This design comes from an exercise in tuning for small area, a short achievable clock period and few clock cycles per item on the open sky130 flow, not from production work. In this exercise RTL edits were held to simulation tests only and were not proved equivalent to the original. Power and IR drop assume default switching activity.

## design/flow/design.v

```verilog
`timescale 1ns / 1ps
module Control(
    input [1:0] Opcode,
    output [7:0] CtrlSign
    );
	assign CtrlSign = (Opcode == 2'b00) ? 8'b11000001 :
					(Opcode == 2'b01) ? 8'b01101010 :
					(Opcode == 2'b10) ? 8'b00100100 :
					8'b00010000;
endmodule
`timescale 1ns / 1ps
module State_Control(
    input [1:0] State,
    output State_Reg_Write,
    output State_Memory,
    output State_PC
    );
	assign State_Memory = (State == 2'b00);
	assign State_Reg_Write = (State == 2'b01);
	assign State_PC = (State == 2'b10);
endmodule
`timescale 1ns / 1ps
module Freq_Div(
    input CLK_IN,
    input RST,
    output reg [1:0] State
    );
	always @(posedge CLK_IN or posedge RST) begin
		if(RST) begin
			State <= 2'b00;
		end else begin
			if(State == 2'b10) begin
				State <= 2'b00;
			end else begin
				State <= State + 2'b01;
			end
		end
	end
endmodule
`timescale 1ns / 1ps
module PC(
    input CLK,
    input RST,
    input State_PC,
    input [7:0] NewPC,
    output reg [7:0] PCout
    );
	always @(posedge CLK or posedge RST) begin
		if(RST) begin
			PCout <= 0;
		end else begin
			if(State_PC == 1'b1) begin
				PCout <= NewPC;
			end
		end
	end
endmodule
`timescale 1ns / 1ps
module MUX(
    input [7:0] NumA,
    input [7:0] NumB,
    input Select,
    output [7:0] Result
    );
	assign Result = (Select == 1'b0) ? NumA : NumB;
endmodule
`timescale 1ns / 1ps
module Reg_Data_Select_Converter(
    input [3:0] IN,
    output reg [1:0] OUT
    );
	always @(*) begin
		if(IN[0] == 1) begin
			OUT = 2'b00;
		end else if(IN[1] == 1) begin
			OUT = 2'b01;
		end else if(IN[2] == 1) begin
			OUT = 2'b10;
		end else if(IN[3] == 1) begin
			OUT = 2'b11;
		end else begin
			OUT = 2'b00;
		end
	end
endmodule
`timescale 1ns / 1ps
module Registers(
    input CLK,
    input RST,
    input State_Reg_Write,
    input [1:0] Read_Reg1,
    input [1:0] Read_Reg2,
    input [1:0] Write_Reg,
    input [7:0] Reg_Write_Data,
    input RegWrite,
	input [1:0] Reg_Data_Select,
	output [7:0] Reg_Data,
    output [7:0] Read_Data1,
    output [7:0] Read_Data2,
    output reg [7:0] Reg_Write_Data_Save
    );
	reg [7:0] register0;
	reg [7:0] register1;
	reg [7:0] register2;
	reg [7:0] register3;
	assign Read_Data1 = (Read_Reg1 == 2'b00) ? register0 :
						(Read_Reg1 == 2'b01) ? register1 :
						(Read_Reg1 == 2'b10) ? register2 :
						register3;
	assign Read_Data2 = (Read_Reg2 == 2'b00) ? register0 :
						(Read_Reg2 == 2'b01) ? register1 :
						(Read_Reg2 == 2'b10) ? register2 :
						register3;
	assign Reg_Data = (Reg_Data_Select == 2'b00) ? register0 :
					  (Reg_Data_Select == 2'b01) ? register1 :
					  (Reg_Data_Select == 2'b10) ? register2 :
					  register3;
	always @(posedge CLK or posedge RST) begin
		if(RST) begin
			register0 <= 0;
			register1 <= 0;
			register2 <= 0;
			register3 <= 0;
			Reg_Write_Data_Save <= 0;
		end else begin
			if(State_Reg_Write == 1'b1) begin
				Reg_Write_Data_Save <= Reg_Write_Data;
				if(RegWrite == 1'b1) begin
					case(Write_Reg)
						2'b00 : register0 <= Reg_Write_Data;
						2'b01 : register1 <= Reg_Write_Data;
						2'b10 : register2 <= Reg_Write_Data;
						2'b11 : register3 <= Reg_Write_Data;
					endcase
				end
			end
		end
	end
endmodule
`timescale 1ns / 1ps
module ALU(
    input [7:0] NumA,
    input [7:0] NumB,
    input ALUOP,
    output [7:0] Result
    );
	assign Result = NumA + NumB;
endmodule
`timescale 1ns / 1ps
module v8_to_5_Compressor(
    input [7:0] Address8bits,
    output [4:0] Address5bits
    );
	assign Address5bits = Address8bits[4:0];
endmodule
`timescale 1ns / 1ps
module Data_Memory(
    input CLK,
    input RST,
    input State_Memory,
    input [4:0] Address,
    input [7:0] Write_Data,
    input MemRead,
    input MemWrite,
    output reg [7:0] Read_Data
    );
	reg [255:0] mem;
	genvar i;
	generate
		for(i = 0; i < 32; i = i + 1) begin : word
			always @(posedge CLK or posedge RST) begin
				if(RST) begin
					mem[8*i +: 8] <= (i < 16) ? i : (16 - i);
				end else begin
					if(State_Memory == 1'b1 && MemWrite == 1'b1 && Address == i) begin
						mem[8*i +: 8] <= Write_Data;
					end
				end
			end
		end
	endgenerate
	always @(posedge CLK) begin
		if(State_Memory == 1'b1 && MemRead == 1'b1) begin
			Read_Data <= mem[8*Address +: 8];
		end
	end
endmodule
`timescale 1ns / 1ps
module Sign_Extend(
    input [1:0] IN,
    output [7:0] OUT
    );
	assign OUT = (IN[1] == 1) ? 8'b11111100 + IN : 8'b00000000 + IN;
endmodule
`timescale 1ns / 1ps
module v7_Segment(
    input [3:0] hex,
    output reg [6:0] seg
    );
	always @(*) begin
		case(hex)
			4'b0000 : seg = 7'b0111111;
			4'b0001 : seg = 7'b0000110;
			4'b0010 : seg = 7'b1011011;
			4'b0011 : seg = 7'b1001111;
			4'b0100 : seg = 7'b1100110;
			4'b0101 : seg = 7'b1101101;
			4'b0110 : seg = 7'b1111101;
			4'b0111 : seg = 7'b0000111;
			4'b1000 : seg = 7'b1111111;
			4'b1001 : seg = 7'b1101111;
			4'b1010 : seg = 7'b1110111;
			4'b1011 : seg = 7'b1111100;
			4'b1100 : seg = 7'b0111001;
			4'b1101 : seg = 7'b1011110;
			4'b1110 : seg = 7'b1111001;
			4'b1111 : seg = 7'b1110001;
		endcase
	end
endmodule
`timescale 1ns / 1ps
module Microprocessor(
    input [7:0] Instruction,
    input CLK_IN,
    input RST,
	input [3:0] SEL_REG,
    output [7:0] Read_Address,	 
    output [6:0] SEG1,   
	output [6:0] SEG2,	 
	output [6:0] SEG3,   
	output [6:0] SEG4,	 
	output [6:0] SEG5,   
	output [6:0] SEG6	 
    );
	wire CLK;				 
	wire State_PC;			 
	wire [1:0] State;		 
	wire [7:0] CtrlSign;	 
	wire [7:0] Imm;			 
	wire [7:0] Read_Data1;		 
	wire [7:0] Read_Data2;		 
	wire [7:0] ALU_Result;	 
	wire [7:0] Read_Data;	 
	wire [7:0] Reg_Write_Data_Save;	 
	wire State_Reg_Write;	 
	wire State_Memory;		 
	wire [7:0] NewPC;
	wire [1:0] Write_Reg;
	wire [7:0] Reg_Write_Data;	
	wire [7:0] ALU_Input2;
	wire [4:0] ALU_Result_5;		 
	wire [1:0] Reg_Data_Select;		 
	wire [7:0] Reg_Data;
	assign CLK = CLK_IN;
	Freq_Div FD1(.CLK_IN(CLK_IN), .RST(RST), .State(State));	 
	State_Control SC1(.State(State), .State_Reg_Write(State_Reg_Write), .State_Memory(State_Memory), .State_PC(State_PC));	 
	Control C1(.Opcode(Instruction[7:6]), .CtrlSign(CtrlSign));	 
	PC P1(.CLK(CLK), .RST(RST), .State_PC(State_PC), .NewPC(CtrlSign[4] ? (Read_Address + 8'b00000001 + Imm) : (Read_Address + 8'b00000001)), .PCout(Read_Address));
	assign Write_Reg = (CtrlSign[7] == 1) ? Instruction[1:0] : Instruction[3:2];
	MUX M2(.NumA(ALU_Result), .NumB(Read_Data), .Select(CtrlSign[1]), .Result(Reg_Write_Data));
	Reg_Data_Select_Converter RDSC1(.IN(SEL_REG), .OUT(Reg_Data_Select));
	Registers R1(.CLK(CLK), .RST(RST), .State_Reg_Write(State_Reg_Write), .Read_Reg1(Instruction[5:4]), 
				.Read_Reg2(Instruction[3:2]), .Write_Reg(Write_Reg), .Reg_Write_Data(Reg_Write_Data), 
				.RegWrite(CtrlSign[6]), .Read_Data1(Read_Data1), .Read_Data2(Read_Data2), 
				.Reg_Write_Data_Save(Reg_Write_Data_Save), .Reg_Data_Select(Reg_Data_Select),
				.Reg_Data(Reg_Data));
	MUX M3(.NumA(Read_Data2), .NumB(Imm), .Select(CtrlSign[5]), .Result(ALU_Input2));
	ALU A1(.NumA(Read_Data1), .NumB(ALU_Input2), .ALUOP(CtrlSign[0]), .Result(ALU_Result));
	v8_to_5_Compressor COMP1(.Address8bits(ALU_Result), .Address5bits(ALU_Result_5));
	Data_Memory D1(.CLK(CLK), .RST(RST), .State_Memory(State_Memory), .Address(ALU_Result_5),
				.Write_Data(Read_Data2), .MemRead(CtrlSign[3]), .MemWrite(CtrlSign[2]), .Read_Data(Read_Data));
	Sign_Extend SE1(.IN(Instruction[1:0]), .OUT(Imm));
	v7_Segment V1(.hex(Reg_Write_Data_Save[7:4]), .seg(SEG1));
	v7_Segment V2(.hex(Reg_Write_Data_Save[3:0]), .seg(SEG2));
	v7_Segment V3(.hex(Read_Address[7:4]), .seg(SEG3));
	v7_Segment V4(.hex(Read_Address[3:0]), .seg(SEG4));
	v7_Segment V5(.hex(Reg_Data[7:4]), .seg(SEG5));
	v7_Segment V6(.hex(Reg_Data[3:0]), .seg(SEG6));
endmodule
```

## design/flow/run.sh

```bash
#!/bin/bash
# synth_recipe.tcl (not shown) runs the flow's synth.tcl, then flattens the netlist and writes it again
# the make line also repeats each setting of config.mk as NAME=value (left out here)
make -C /OpenROAD-flow-scripts/flow DESIGN_CONFIG=/design/flow/config.mk WORK_HOME=/design/flow/orfs CLKGATE_MAP_FILE= SYNTH_SCRIPT=/design/flow/synth_recipe.tcl finish
```

## design/flow/config.mk

```make
export PLATFORM = sky130hd
export DESIGN_NAME = Microprocessor
export DESIGN_NICKNAME = Microprocessor
export VERILOG_FILES = /design/flow/design.v
export SDC_FILE = /design/flow/constraint.sdc
export NUM_CORES = 4
export LEC_CHECK = 0
export CAP_MARGIN = 20
export CORE_MARGIN = 2
export CORE_UTILIZATION = 40
export SLEW_MARGIN = 20
```

## design/flow/constraint.sdc

```tcl
create_clock -name core_clock -period 6.0 [get_ports {CLK_IN}]
set_input_delay 1.2000 -clock core_clock [delete_from_list [all_inputs] [get_ports {CLK_IN}]]
set_output_delay 1.2000 -clock core_clock [all_outputs]
set_load 0.01 [all_outputs]
```

==> qor.yml <==
synthFlopType: "dfrtp_1"
cts.sinks: 314
r2r_end: "D1.mem[63]$_DFFE_PP0P_"
grt_pass1_vias: 11100
max_slew_margin_pct: 42.3
die_w_um: 213
num_antenna_cells: 0
grtUsageTotal_pct: 18.2
finalCriticalPeriod_ns: 5.66
drt_iter0_markers: 644
core_mm2: 0.0432
utilization_pct: 46.4
syn-cell-area_mm2: 0.0175
worstHoldPathCells: 1
ctsRootBufferMaster: "clkbuf_16"
synthCells: 1324
hold_ws_ns: 0.490
dp.cells: 1921
ir_drop_uv: 574
cts_tree: "done"
area_growth_pct: 14.2
die_h_um: 213
dpl.hpwl_um: 27000
clockBufferDepth: 3
path_class: "in2out"
vias_per_cell: 5.50
place.port_buffers: 63
crit_start: "SEL_REG[1]"
combPwrFrac_pct: 50.8
reg2reg_slack_ns: 2.06
worstPathMaxFanout: 14
slew_viol_final: 0
crit_required_ns: 4.80
run_status: "complete, no violations"
num_rows: 76
fmax_ghz: 0.177
min-delay-path-class: "reg2reg"
antenna_found_initial: 0
intPower_mw: 7.43
cts_max_level: 2
rr_startpoint: "R1.register0[0]$_DFFE_PP0P_"
start_util_pct: 40.6
switching_power_mw: 4.78
clkPwrFrac_pct: 16.9
synth_top_area_share_pct: 26.0
synth_nets: 1401
cap_violations: 0
clock_skew_ns: 0.0184
rr_worst_depth: 9
critical_path_arrival_ns: 4.46
stdcell_count: 1983
first_pass_iters: 5
finalCritPeriodShare_pct: 94.4
switching_share_pct: 39.1
finalSetupViolations: 0
p_seq_share_pct: 32.3
nets: 1450
clk_pin_slew_ns: 0.06
wl_per_cell_um: 20.5
drcViolationCount: 0
grt_max_degree: 129
powerDensity_mw_per_mm2: 609
grt_pass1_wl_um: 64400
p_leak_nw: 8.55
yosys_warnings: 6
final.setup.tns_ns: 0
yosysSeqAreaShare_pct: 45.9
yosys.cell_types.count: 68
rsz0062_at_grt: "false"
hold_viol: 0
vias: 10900
drt_wl_total_um: 40600
crit_path_start_kind: "primary input"
ant_nets: 0
synth_edf_count: 8
synth_largest_area_cell: "dfrtp_1"
die_area_mm2: 0.0455
worst_pin_slew_ns: 0.865
crit_path_end: "SEG6[3]"
io_pins: 64
synth_top_cells_by_area: "dfrtp_1 (26%), dfstp_2 (19%), mux2_2 (16%), mux4_2 (13%), ha_1 (4.4%)"
clkLatencyLatePin_ns: 0.52
postSynthRegisterBits: 314
syn_avg_cell_area_um2: 13.2
routabilityCongestion: 0.811
cts_buffers: 35
total_power_mw: 12.2
crit_path_end_kind: "output pin"
async_flop_share_pct: 97.5
drive_gt1_share_pct: 43.6
grt_overflow: 0
-- cell type report --
cell class,count,area [um2]
inverters,46,176
flip-flops and latches,314,8050
clock buffers,53,1030
fillers,3914,23100
well taps,585,732
repair buffers,99,988
multi-input cells,877,8980
clock inverters,9,66.3
-- critical path, cell delays in order --
cell and delay [ns]:
clkdlybuf4s50_1 0.76, nor3_2 0.13, nor2_1 0.43, mux2i_1 0.52
inv_1 0.17, ha_1 0.30, nor2_1 0.06, a211oi_1 0.25
a21o_1 0.11, clkdlybuf4s50_1 0.52
-- logic make-up (layout without fill, tap and decap cells) --
logic type | after synthesis | after routing | share of synthesized area [%]
and+or+nand+nor | 233 | 233 | 7.91
AOI/OAI and AO/OA | 184 | 184 | 6.54
muxes | 376 | 376 | 30.4
adders and majority gates | 63 | 63 | 4.58
buffers and inverters | 133 | 207 | 3.17
DFF | 314 | 314 | 45.9
xor gates and xnor gates | 21 | 21 | 1.46
-- power by group through the flow --
stage	clock network [mW]	logic (mW)	registers (mW)
2_1_floorplan	0	4.53	3.71
6_report	2.06	6.20	3.94
3_3_place_gp	0	6.16	3.94
4_1_cts	2.11	6.27	3.95
5_1_grt	2.20	6.70	4.08
3_5_place_dp	0	6.24	3.99
-- state kept, by name, indices dropped and copies added (netlist names) --
register                flops
D1.mem                    256
R1.register2                8
P1.PCout                    8
FD1.State                   2
R1.register0                8
R1.Reg_Write_Data_Save      8
D1.Read_Data                8
R1.register1                8
R1.register3                8
-- cell usage after synthesis (6+ instances only) --
cell / count
and3_1: 6
nor2b_1: 12
nor2_1: 50
clkbuf_1: 61
edfxtp_1: 8
dfstp_2: 124
dfrtp_1: 182
a22oi_1: 13
nand2_1: 90
buf_1: 11
mux2_2: 247
mux2_1: 12
o21ai_0: 60
nand3_1: 6
xnor2_1: 9
mux4_2: 100
ha_1: 61
inv_1: 46
a21o_1: 10
buf_2: 6
nand3_4: 6
nor3_4: 19
xor2_1: 7
nor3_1: 12
nand2b_1: 9
a21oi_1: 51
o32a_1: 6
mux2i_1: 17
-- worst min-delay path by stage --
stage	end	slack [ns]	from
floorplan	FD1.State[0]$_DFF_PP0_	0.46	FD1.State[1]$_DFF_PP0_
global placement	D1.mem[74]$_DFFE_PP0P_	0.47	D1.mem[74]$_DFFE_PP0P_
detailed placement	D1.mem[73]$_DFFE_PP0P_	0.48	D1.mem[73]$_DFFE_PP0P_
CTS	D1.mem[73]$_DFFE_PP0P_	0.49	D1.mem[73]$_DFFE_PP0P_
global route	D1.mem[79]$_DFFE_PP0P_	0.50	D1.mem[79]$_DFFE_PP0P_
finish	D1.mem[9]$_DFFE_PP0P_	0.49	D1.mem[9]$_DFFE_PP0P_
-- cell usage in the layout (no fill, tap or decap), types with 9 or more instances in the layout --
cell type | Yosys | final
mux2_2 | 247 | 247
dfrtp_1 | 182 | 182
dfstp_2 | 124 | 124
mux4_2 | 100 | 100
nand2_1 | 90 | 90
clkdlybuf4s50_1 | 0 | 63
ha_1 | 61 | 60
o21ai_0 | 60 | 59
a21oi_1 | 51 | 51
nor2_1 | 50 | 50
inv_1 | 46 | 45
clkbuf_16 | 0 | 36
buf_4 | 5 | 29
nor3_4 | 19 | 19
mux2i_1 | 17 | 17
a22oi_1 | 13 | 13
nor2b_1 | 12 | 12
mux2_1 | 12 | 12
nor3_1 | 12 | 11
a21o_1 | 10 | 10
clkbuf_1 | 61 | 10
nand2b_1 | 9 | 9
xnor2_1 | 9 | 9
-- stage by stage --
stage | area [um2] | setup slack [ns]
after CTS | 20000 | 0.235
final | 20000 | 0.336
after floorplan | 17500 | 0.830
after global routing | 20000 | 0.0505
after detailed placement | 18900 | 0.251
after global placement | 18900 | 0.335
-- metal layers --
layer	vias up	track usage (%)	share of wire, %
li1	4963	-	-
met1	5682	25.3	46
met2	218	30.9	49
met3	42	2.07	3.8
met4	0	4.21	1.6
met5	-	0	0
-- what timing repair did --
item                                   CTS  global route
buffers inserted                         0             0
hold buffers                             0             0
endpoints found under the hold margin    0             0
resized for setup                        0             2
setup endpoints to repair                0             4
Testbench counts, summed over its fixed seeds: cycles 18,231, instructions 6,109.

separate check: timing with driven ports:
The flow's constraints put no driver on any port. The routed layout listed below was extracted and timed again, unchanged, in two steps.
Step 1, drivers: a clkbuf_16 drives CLK_IN and a buf_2 each remaining input, both assumed.
Step 2 also shifts input and output timing later by t, the mid clock arrival at the registers, as if the neighbouring blocks saw the same clock.
Slacks: ideal ports / drivers / drivers and shift; pairs: ideal ports / drivers.
t (ns): 0.565
setup WS [ns]: 0.336 / 0.298 / 0.298
worst register clock-pin slew, ns: 0.06 / 0.06
After both steps setup and hold are still met in this run. The setup slack of this run moves by -0.038 ns with the drivers and by -0.038 ns with both steps.
